What follows belongs to an exercise in optimizing a design on an open flow for small area and a short achievable clock period; a production flow would make more cautious choices.
Function was checked by simulation only, so behaviour that the tests miss may differ from the original.
The clock port is modelled as an ideal driver; clocking choices that lean on that would not hold on a real chip.
No activity file was given, so power comes from the tool's default toggle rates.

try-sierra:
==> flow/design.v (excerpt) <==
module sram_controller (
    input  logic        hclk,
    input  logic        hreset_n,
    input  logic        hsel,
    input  logic [7:0]  haddr,
    input  logic        hwrite,
    input  logic [1:0]  htrans,
    input  logic [2:0]  hsize,
    input  logic [31:0] hwdata,
    output logic [31:0] hrdata,
    output logic        hready,
    output logic        hresp,
    input  logic        pwr_save_req,
    input  logic        pwr_restore_req,
    output logic        sram_csb0,
    output logic        sram_web0,
    output logic [7:0]  sram_addr0,
    output logic [31:0] sram_din0,
    output logic [3:0]  sram_wmask0,
    input  logic [31:0] sram_dout0,
    output logic        parity_error,
    output logic [1:0]  fsm_state
);
For scale: ~1,300 cells after synthesis, roughly 300 flip-flops, about 170 I/O pins.
==> flow/config.mk <==
export PLATFORM = sky130hd
export DESIGN_NAME = sram_controller
export DESIGN_NICKNAME = sram_controller
export VERILOG_FILES = /design/flow/design.v
export SDC_FILE = /design/flow/constraint.sdc
export NUM_CORES = 4
export LEC_CHECK = 0
export CAP_MARGIN = 20
export CORE_MARGIN = 2
export CORE_UTILIZATION = 50
export GPL_TIMING_DRIVEN = 0
export PLACE_DENSITY = 0.8
export SLEW_MARGIN = 20
export SYNTH_HIERARCHICAL = 1
export SYNTH_MINIMUM_KEEP_SIZE = 0
==> flow/constraint.sdc <==
create_clock -name core_clock -period 10.0 [get_ports {hclk}]
set_input_delay 2.0000 -clock core_clock [delete_from_list [all_inputs] [get_ports {hclk}]]
set_output_delay 2.0000 -clock core_clock [all_outputs]
set_load 0.01 [all_outputs]
standard.sh (not shown) runs the stock make flow with config.mk's settings and CLKGATE_MAP_FILE= SYNTH_SCRIPT=/design/flow/synth_recipe.tcl, a recipe that flattens the netlist after the stock synthesis.
==> flow/flow/run.sh <==
#!/bin/bash
# Own layout flow: the standard ORFS flow (standard.sh: unchanged synthesis,
# floorplan, power grid and tap cells, placement, routing), with hooks that
# change how the paths from the input ports are built:
#  - synthesis buffers are removed at floorplan (REMOVE_ABC_BUFFERS) and the
#    ports are buffered with buf_1;
#  - io_fast.tcl (before the placement resizer): each input buffer drives only
#    the pins that lead to an output port; its loads that only reach registers
#    are moved behind a buffer of their own;
#  - tighten.tcl (CTS and global route stages): the stage's timing repair runs
#    against a tighter input delay (the SDC's is restored right after),
#    followed by a power-recovery pass that sizes cells back down where that
#    tighter delay leaves slack;
#  - the clock tree uses its own buffer list and sink clustering, and no dummy loads.
# The make run's full output goes to standard_flow.log in the work folder;
# ORFS's own per-step logs are under orfs/logs/.
set -euo pipefail
cd "$(dirname "${BASH_SOURCE[0]}")/.."
F=$PWD/flow

export REMOVE_ABC_BUFFERS=1
export BUFFER_PORTS_ARGS="-buffer_cell sky130_fd_sc_hd__buf_1"
export IO_FAST_IN_CELL=sky130_fd_sc_hd__buf_1
export IO_FAST_OUT_CELL=sky130_fd_sc_hd__buf_1
export IO_FAST_ISO_CELL=sky130_fd_sc_hd__buf_4
export IO_FAST_IN_DELAY=${IO_FAST_IN_DELAY:-7.6}
export IO_FAST_RECOVER=100
export PRE_RESIZE_TCL=$F/io_fast.tcl
export PRE_CTS_TCL=$F/tighten.tcl
export PRE_GLOBAL_ROUTE_TCL=$F/tighten.tcl
export CTS_ARGS="-sink_clustering_enable -repair_clock_nets -buf_list {sky130_fd_sc_hd__clkbuf_4} -sink_clustering_size 12 -sink_clustering_max_diameter 30 -dont_use_dummy_load"

bash standard.sh > standard_flow.log 2>&1
==> flow/flow/io_fast.tcl <==
# Port-to-port paths: after buffer_ports, let each input buffer drive only the
# pins that lead combinationally to an output port, and move its other loads
# (those that only reach registers) behind a buffer of their own. Port buffers
# are then sized for speed.

proc io_fast_reaches_output { pin } {
  set paths [find_timing_paths -through $pin -to [all_outputs] -group_path_count 1]
  return [expr { [llength $paths] > 0 }]
}

proc io_fast { } {
  set in_cell  $::env(IO_FAST_IN_CELL)
  set out_cell $::env(IO_FAST_OUT_CELL)
  set iso_cell $::env(IO_FAST_ISO_CELL)
  set clk_port [get_full_name [get_property [lindex [all_clocks] 0] sources]]
  set n_iso 0
  foreach port [get_ports -filter "direction==output"] {
    set net [get_nets [get_full_name $port]]
    set drv [get_pins -of_objects $net -filter "direction==output"]
    if { [llength $drv] != 1 } { continue }
    set inst [get_cells -of_objects $drv]
    if { [string match "*__buf_*" [get_property $inst ref_name]] ||
         [string match "*__clkdlybuf*" [get_property $inst ref_name]] ||
         [string match "*__clkbuf_*" [get_property $inst ref_name]] } {
      replace_cell $inst $out_cell
    }
  }
  foreach port [get_ports -filter "direction==input"] {
    set pname [get_full_name $port]
    if { $pname eq $clk_port } { continue }
    set loads [get_pins -of_objects [get_nets $pname] -filter "direction==input"]
    if { [llength $loads] != 1 } { continue }
    set inbuf [get_cells -of_objects $loads]
    set ref [get_property $inbuf ref_name]
    if { ![string match "*buf*" $ref] } { continue }
    replace_cell $inbuf $in_cell
    set xnet [get_nets -of_objects [get_pins -of_objects $inbuf -filter "direction==output"]]
    set keep {}
    set move {}
    foreach s [get_pins -of_objects $xnet -filter "direction==input"] {
      if { [io_fast_reaches_output $s] } {
        lappend keep $s
      } else {
        lappend move $s
      }
    }
    if { [llength $keep] > 0 && [llength $move] > 1 } {
      insert_buffer -buffer_cell $iso_cell -net $xnet -load_pins $move
      incr n_iso
    }
  }
  puts "io_fast: isolated the register loads of $n_iso input ports"
}

io_fast
Other scripts of this flow, unchanged in this note and not shown: flow/flow/tighten.tcl
try-sierra closes out successfully: all stages finished, all timing, DRC and antenna checks passed.
diff inputs: try-sierra => try-tundra
- PLACE_DENSITY: 0.8 -> 0.6
- SLEW_MARGIN: 20 -> 0
- CAP_MARGIN: 20 -> 0
- CORE_UTILIZATION: 50 -> 40
diff --git a/flow/flow/run.sh b/flow/flow/run.sh
--- a/flow/flow/run.sh
+++ b/flow/flow/run.sh
@@ -30,3 +30,3 @@
 export PRE_GLOBAL_ROUTE_TCL=$F/tighten.tcl
-export CTS_ARGS="-sink_clustering_enable -repair_clock_nets -buf_list {sky130_fd_sc_hd__clkbuf_4} -sink_clustering_size 12 -sink_clustering_max_diameter 30 -dont_use_dummy_load"
+export CTS_ARGS="-sink_clustering_enable -repair_clock_nets -buf_list {sky130_fd_sc_hd__clkbuf_4} -sink_clustering_size 14 -sink_clustering_max_diameter 34 -dont_use_dummy_load"
 
==> comparison <==
- try-tundra: PASS, flow complete, no timing, DRC or antenna violations
- Combinational power: higher on try-sierra
- The lower global-route met1 utilization came out of try-tundra.
- try-tundra packs its core looser than try-sierra.
- For share of the clock period used by the worst path, try-tundra and try-sierra come out practically identical.
- The global-route usage reported for try-tundra is smaller than that of try-sierra by 4.9 points.
- When try-tundra is set beside try-sierra, its initial standard-cell utilization of the core turns out to be 9.5 points smaller.
- try-tundra: global-route wire length before repair is 2.7% higher than what try-sierra reported.
- Changes observed in try-tundra relative to try-sierra: setup slack of the critical path after layout -4.4 ps; count of instances resized after the clock tree is built higher.
- try-tundra ended up with a lower met3 layer usage reported by global route than try-sierra did.
The inputs of try-garnet differ from those of try-tundra as listed below.
diff --git a/flow/flow/run.sh b/flow/flow/run.sh
--- a/flow/flow/run.sh
+++ b/flow/flow/run.sh
@@ -30,3 +30,3 @@
 export PRE_GLOBAL_ROUTE_TCL=$F/tighten.tcl
-export CTS_ARGS="-sink_clustering_enable -repair_clock_nets -buf_list {sky130_fd_sc_hd__clkbuf_4} -sink_clustering_size 14 -sink_clustering_max_diameter 34 -dont_use_dummy_load"
+export CTS_ARGS="-sink_clustering_enable -repair_clock_nets -buf_list {sky130_fd_sc_hd__clkbuf_4} -sink_clustering_size 12 -sink_clustering_max_diameter 30 -dont_use_dummy_load"
 
==> results.txt <==
- | first-pass GRT wire length | try-garnet vs try-tundra | 310 um higher |
- try-garnet vs. try-tundra: relative max-transition margin went up by 0.54 points.
- Total iterations of the first detailed-routing run down 3 in try-garnet wrt try-tundra
- try-garnet against try-tundra: post-route clock period utilization flat, post-layout instance area has increased.
- From try-tundra to try-garnet the numbers moved as follows: multi-input gate share of total cell area comparable, relative contribution of combinational cells to total power shows a reduction of 0.3 points, clock slew seen by the registers of the worst setup and hold paths shows no meaningful change, total negative slack ~0 delta.
For try-quartz, these inputs were changed with respect to try-garnet:
diff --git a/flow/flow/run.sh b/flow/flow/run.sh
--- a/flow/flow/run.sh
+++ b/flow/flow/run.sh
@@ -30,3 +30,3 @@
 export PRE_GLOBAL_ROUTE_TCL=$F/tighten.tcl
-export CTS_ARGS="-sink_clustering_enable -repair_clock_nets -buf_list {sky130_fd_sc_hd__clkbuf_4} -sink_clustering_size 12 -sink_clustering_max_diameter 30 -dont_use_dummy_load"
+export CTS_ARGS="-sink_clustering_enable -repair_clock_nets -buf_list {sky130_fd_sc_hd__clkbuf_8} -tree_buf sky130_fd_sc_hd__clkbuf_4 -sink_clustering_size 20 -sink_clustering_max_diameter 40 -dont_use_dummy_load"
 
==> results.txt <==
For the switching part of the total, try-quartz came in 0.63 points lower than try-garnet did.
For the cell area, try-quartz came in about 0.9% higher than try-garnet did.
Row detailed-route via count: try-quartz lower / try-garnet higher
NOTE cell count try-garnet->try-quartz decreased slightly
Taking try-garnet as the reference, in try-quartz first-pass GRT wire length decreased 1.1%; worst path setup slack after routing lower; fill cell instance count of the final layout shows a reduction of 38; total chip power went up; number of antenna violations at the first check in global routing dropped 1.
try-quartz — maximum achievable frequency 2.1% lower, try-garnet as reference
Here is what was changed in the inputs of try-juniper compared with try-quartz.
diff --git a/flow/flow/run.sh b/flow/flow/run.sh
--- a/flow/flow/run.sh
+++ b/flow/flow/run.sh
@@ -30,3 +30,3 @@
 export PRE_GLOBAL_ROUTE_TCL=$F/tighten.tcl
-export CTS_ARGS="-sink_clustering_enable -repair_clock_nets -buf_list {sky130_fd_sc_hd__clkbuf_8} -tree_buf sky130_fd_sc_hd__clkbuf_4 -sink_clustering_size 20 -sink_clustering_max_diameter 40 -dont_use_dummy_load"
+export CTS_ARGS="-sink_clustering_enable -repair_clock_nets -buf_list {sky130_fd_sc_hd__clkbuf_4} -sink_clustering_size 14 -sink_clustering_max_diameter 34 -dont_use_dummy_load"
 
diff --git a/flow/flow/io_fast.tcl b/flow/flow/io_fast.tcl
--- a/flow/flow/io_fast.tcl
+++ b/flow/flow/io_fast.tcl
@@ -3,3 +3,3 @@
 # (those that only reach registers) behind a buffer of their own. Port buffers
-# are then sized for speed.
+# are set to the cells the flow names.
 
Notes after the runs:
Comparing try-quartz with try-juniper, the total length of routed wires came out essentially unchanged.
Between try-quartz and try-juniper, the difference in worst setup slack for register-to-register paths is negligible.
As far as per-instance average area after synthesis goes, try-quartz and try-juniper are indistinguishable; the numbers are identical.
[compare] base=try-quartz new=try-juniper: average via count per standard cell saw a decrease; routing usage on met1 lower.

* * *

Another version of the RTL of sram_controller (not shown whole).
Size in the first run: about 1100 cells after synthesis, about 170 I/O pins.
## sram_controller
module sram_controller (
    input  logic        hclk,
    input  logic        hreset_n,
    input  logic        hsel,
    input  logic [7:0]  haddr,
    input  logic        hwrite,
    input  logic [1:0]  htrans,
    input  logic [2:0]  hsize,
    input  logic [31:0] hwdata,
    output logic [31:0] hrdata,
    output logic        hready,
    output logic        hresp,
    input  logic        pwr_save_req,
    input  logic        pwr_restore_req,
    output logic        sram_csb0,
    output logic        sram_web0,
    output logic [7:0]  sram_addr0,
    output logic [31:0] sram_din0,
    output logic [3:0]  sram_wmask0,
    input  logic [31:0] sram_dout0,
    output logic        parity_error,
    output logic [1:0]  fsm_state
);
Settings: LEC_CHECK=0, CAP_MARGIN=20, CORE_MARGIN=2, CORE_UTILIZATION=40, GPL_TIMING_DRIVEN=0, PLACE_DENSITY=0.6, SLEW_MARGIN=20; clock period 10.0 ns.
==> flow/flow/run.sh <==
#!/bin/bash
# Own layout flow: the standard ORFS flow (standard.sh: unchanged synthesis,
# floorplan, power grid and tap cells, placement, routing), with hooks that
# change how the port-to-port paths are built:
#  - io_fast.tcl (before the placement resizer): port buffers get fixed cells,
#    and each input buffer drives only the pins that lead to an output port;
#    its loads that only reach registers are moved behind a buffer of their own;
#  - post_cts.tcl: sizes up cells towards a larger setup margin, no buffering;
#  - the clock tree uses larger sink clusters and no dummy loads.
# The make run's full output goes to standard_flow.log in the work folder;
# ORFS's own per-step logs are under orfs/logs/.
set -euo pipefail
cd "$(dirname "${BASH_SOURCE[0]}")/.."
F=$PWD/flow

export IO_FAST_IN_CELL=sky130_fd_sc_hd__buf_2
export IO_FAST_OUT_CELL=sky130_fd_sc_hd__buf_4
export IO_FAST_ISO_CELL=sky130_fd_sc_hd__buf_4
export IO_FAST_SETUP_MARGIN=5.85
export PRE_RESIZE_TCL=$F/io_fast.tcl
export POST_CTS_TCL=$F/post_cts.tcl
export CTS_ARGS="-sink_clustering_enable -repair_clock_nets -buf_list {sky130_fd_sc_hd__clkbuf_16} -sink_clustering_size 25 -sink_clustering_max_diameter 80 -dont_use_dummy_load"

bash standard.sh > standard_flow.log 2>&1
==> flow/flow/io_fast.tcl <==
# Port-to-port paths: after buffer_ports, let each input buffer drive only the
# pins that lead combinationally to an output port, and move its other loads
# (those that only reach registers) behind a buffer of their own. Port buffers
# are then sized for speed.

proc io_fast_reaches_output { pin } {
  set paths [find_timing_paths -through $pin -to [all_outputs] -group_path_count 1]
  return [expr { [llength $paths] > 0 }]
}

proc io_fast { } {
  set in_cell  $::env(IO_FAST_IN_CELL)
  set out_cell $::env(IO_FAST_OUT_CELL)
  set iso_cell $::env(IO_FAST_ISO_CELL)
  set clk_port [get_full_name [get_property [lindex [all_clocks] 0] sources]]
  set n_iso 0
  foreach port [get_ports -filter "direction==output"] {
    set net [get_nets [get_full_name $port]]
    set drv [get_pins -of_objects $net -filter "direction==output"]
    if { [llength $drv] != 1 } { continue }
    set inst [get_cells -of_objects $drv]
    if { [string match "*__buf_*" [get_property $inst ref_name]] ||
         [string match "*__clkdlybuf*" [get_property $inst ref_name]] ||
         [string match "*__clkbuf_*" [get_property $inst ref_name]] } {
      replace_cell $inst $out_cell
    }
  }
  foreach port [get_ports -filter "direction==input"] {
    set pname [get_full_name $port]
    if { $pname eq $clk_port } { continue }
    set loads [get_pins -of_objects [get_nets $pname] -filter "direction==input"]
    if { [llength $loads] != 1 } { continue }
    set inbuf [get_cells -of_objects $loads]
    set ref [get_property $inbuf ref_name]
    if { ![string match "*buf*" $ref] } { continue }
    replace_cell $inbuf $in_cell
    set xnet [get_nets -of_objects [get_pins -of_objects $inbuf -filter "direction==output"]]
    set keep {}
    set move {}
    foreach s [get_pins -of_objects $xnet -filter "direction==input"] {
      if { [io_fast_reaches_output $s] } {
        lappend keep $s
      } else {
        lappend move $s
      }
    }
    if { [llength $keep] > 0 && [llength $move] > 1 } {
      insert_buffer -buffer_cell $iso_cell -net $xnet -load_pins $move
      incr n_iso
    }
  }
  puts "io_fast: isolated the register loads of $n_iso input ports"
}

io_fast
==> flow/flow/post_cts.tcl <==
# After clock tree synthesis: size up the cells on the port-to-port paths
# (no new buffers) towards a larger setup margin, then legalise.
log_cmd repair_timing -setup -setup_margin $::env(IO_FAST_SETUP_MARGIN) \
  -sequence "sizeup,swap" -skip_buffering -skip_gate_cloning -skip_last_gasp \
  -skip_pin_swap -verbose
detailed_placement
check_placement -verbose
report_worst_slack -max
Rerun with:
--- a/flow/flow/run.sh
+++ b/flow/flow/run.sh
@@ -5,4 +5,7 @@
-#  - io_fast.tcl (before the placement resizer): port buffers get fixed cells,
-#    and each input buffer drives only the pins that lead to an output port;
-#    its loads that only reach registers are moved behind a buffer of their own;
-#  - post_cts.tcl: sizes up cells towards a larger setup margin, no buffering;
+#  - synthesis buffers are removed at floorplan (REMOVE_ABC_BUFFERS) and the
+#    ports are buffered with buf_2;
+#  - io_fast.tcl (before the placement resizer): each input buffer drives only
+#    the pins that lead to an output port; its loads that only reach registers
+#    are moved behind a buffer of their own;
+#  - post_cts.tcl: one extra timing repair of the paths to the outputs against
+#    a tighter output delay (the SDC's is restored right after);
@@ -15,0 +19,2 @@
+export REMOVE_ABC_BUFFERS=1
+export BUFFER_PORTS_ARGS="-buffer_cell sky130_fd_sc_hd__buf_2"
@@ -17 +22 @@
-export IO_FAST_OUT_CELL=sky130_fd_sc_hd__buf_4
+export IO_FAST_OUT_CELL=sky130_fd_sc_hd__buf_2
@@ -19 +24 @@
-export IO_FAST_SETUP_MARGIN=5.85
+export IO_FAST_OUT_DELAY=7.6
==> flow/flow/post_cts.tcl (replaced) <==
# After clock tree synthesis: repair the paths to the output ports against a
# tighter output delay (IO_FAST_OUT_DELAY instead of the SDC's), so that the
# port-to-port paths are made fast, then restore the SDC's output delay and
# legalise. Only this repair sees the tighter delay; nothing of it is written.
set io_clk [lindex [all_clocks] 0]
set io_sdc_out [expr {$::env(FLOW_PERIOD_NS) * 0.2}]
set_output_delay $::env(IO_FAST_OUT_DELAY) -clock $io_clk [all_outputs]
log_cmd repair_timing -setup -setup_margin 0 -skip_last_gasp -verbose
set_output_delay $io_sdc_out -clock $io_clk [all_outputs]
detailed_placement
check_placement -verbose
estimate_parasitics -placement
report_worst_slack -max
report_checks -to [all_outputs] -group_path_count 5 -format end
Effect: Power falls by 2.2%; cell count shrinks by 5.5%; sequential share of layout area rises by 3.5 points.
Rerun with:
--- a/flow/flow/run.sh
+++ b/flow/flow/run.sh
@@ -4 +4 @@
-# change how the port-to-port paths are built:
+# change how the paths from the input ports are built:
@@ -10,2 +10,2 @@
-#  - post_cts.tcl: one extra timing repair of the paths to the outputs against
-#    a tighter output delay (the SDC's is restored right after);
+#  - tighten.tcl (CTS and global route stages): the stage's timing repair runs
+#    against a tighter input delay (the SDC's is restored right after);
@@ -24 +24 @@
-export IO_FAST_OUT_DELAY=7.6
+export IO_FAST_IN_DELAY=${IO_FAST_IN_DELAY:-7.6}
@@ -26 +26,2 @@
-export POST_CTS_TCL=$F/post_cts.tcl
+export PRE_CTS_TCL=$F/tighten.tcl
+export PRE_GLOBAL_ROUTE_TCL=$F/tighten.tcl
==> flow/flow/tighten.tcl (new file) <==
# Wraps ORFS's repair_timing_helper so that the stage's own timing repair runs
# against a tighter input delay (IO_FAST_IN_DELAY, max only, instead of the
# SDC's), which makes the repair speed up every path from an input port, to
# registers and to output ports alike. The SDC's input delay is restored
# right after the repair, so nothing of it is written to the stage's SDC.
proc io_fast_inputs { } {
  set clk_src [get_full_name [get_property [lindex [all_clocks] 0] sources]]
  set ins {}
  foreach p [all_inputs] {
    if { [get_full_name $p] ne $clk_src } { lappend ins $p }
  }
  return $ins
}

if { [info commands io_fast_orig_repair_timing_helper] eq "" } {
  rename repair_timing_helper io_fast_orig_repair_timing_helper
  proc repair_timing_helper { args } {
    set clk [lindex [all_clocks] 0]
    set ins [io_fast_inputs]
    set_input_delay -max $::env(IO_FAST_IN_DELAY) -clock $clk $ins
    io_fast_orig_repair_timing_helper {*}$args
    set_input_delay -max [expr { $::env(FLOW_PERIOD_NS) * 0.2 }] -clock $clk $ins
    report_worst_slack -max
  }
}
removed: flow/flow/post_cts.tcl
Effect: Synthesized cell count is unchanged; die area is unchanged; core utilization came out higher by 0.22 points; worst setup slack gains 190 ps; worst hold slack is about the same; synthesized area is unchanged; sequential power stays flat; routed wire length grows by 0.60%; maximum frequency went up by 4.3%.
Rerun with:
--- a/flow/flow/run.sh
+++ b/flow/flow/run.sh
@@ -6 +6 @@
-#    ports are buffered with buf_2;
+#    ports are buffered with buf_1;
@@ -20,3 +20,3 @@
-export BUFFER_PORTS_ARGS="-buffer_cell sky130_fd_sc_hd__buf_2"
-export IO_FAST_IN_CELL=sky130_fd_sc_hd__buf_2
-export IO_FAST_OUT_CELL=sky130_fd_sc_hd__buf_2
+export BUFFER_PORTS_ARGS="-buffer_cell sky130_fd_sc_hd__buf_1"
+export IO_FAST_IN_CELL=sky130_fd_sc_hd__buf_1
+export IO_FAST_OUT_CELL=sky130_fd_sc_hd__buf_1
@@ -24 +24 @@
-export IO_FAST_IN_DELAY=${IO_FAST_IN_DELAY:-7.6}
+export IO_FAST_IN_DELAY=${IO_FAST_IN_DELAY:-7.85}
@@ -28 +28 @@
-export CTS_ARGS="-sink_clustering_enable -repair_clock_nets -buf_list {sky130_fd_sc_hd__clkbuf_16} -sink_clustering_size 25 -sink_clustering_max_diameter 80 -dont_use_dummy_load"
+export CTS_ARGS="-sink_clustering_enable -repair_clock_nets -buf_list {sky130_fd_sc_hd__clkbuf_8} -sink_clustering_size 16 -sink_clustering_max_diameter 50 -dont_use_dummy_load"
Effect: The new run finished with timing, DRC and antenna clean. Power climbs by 0.33%. Via count rises by 5.0%. Sequential cell count does not change. Utilization went up by 3.0 points.

port drivers added, routing unchanged:
The results above use ideal ports. As a check the final layouts listed here were re-extracted and re-timed, cells and wires unchanged. Step 1: set_driving_cell puts a clkbuf_16 on hclk and a buf_2 on each other input, an assumption about the parent block. Step 2 also shifts input and output timing later by t, the mid clock arrival at the registers, as if the neighbouring blocks saw the same clock. Slacks: no drivers / after step 1 / after step 2; pairs: no drivers / after step 1.
run	shift t [ns]	setup slack, ns	worst hold slack (ns)	slew at the worst register clock pin (ns)	pins driven straight from the clock port
try-sierra	0.713	5.513 / 5.468 / 5.025	0.351 / 0.351 / 0.351	0.12 / 0.12	1
try-tundra	0.713	5.509 / 5.462 / 4.939	0.325 / 0.325 / 0.325	0.11 / 0.11	1
try-garnet	0.737	5.496 / 5.449 / 4.844	0.322 / 0.322 / 0.322	0.10 / 0.10	1
try-quartz	0.587	5.397 / 5.375 / 4.919	0.320 / 0.320 / 0.320	0.09 / 0.09	1
try-juniper	0.713	5.509 / 5.462 / 4.939	0.325 / 0.325 / 0.325	0.11 / 0.11	1
the first run of note 2	0.547	4.700 / 4.621 / 4.621	0.353 / 0.353 / 0.353	0.10 / 0.10	1
the second run of note 2	0.545	5.309 / 5.300 / 4.755	0.356 / 0.356 / 0.356	0.10 / 0.10	1
the third run of note 2	0.547	5.503 / 5.440 / 5.136	0.356 / 0.356 / 0.356	0.10 / 0.10	1
the fourth run of note 2	0.606	5.431 / 5.361 / 4.993	0.353 / 0.353 / 0.353	0.10 / 0.10	1
After both steps setup and hold are still met in every run listed. For try-garnet, which loses most, drivers alone change the setup slack by -0.047 ns; drivers and shift together by -0.652 ns.
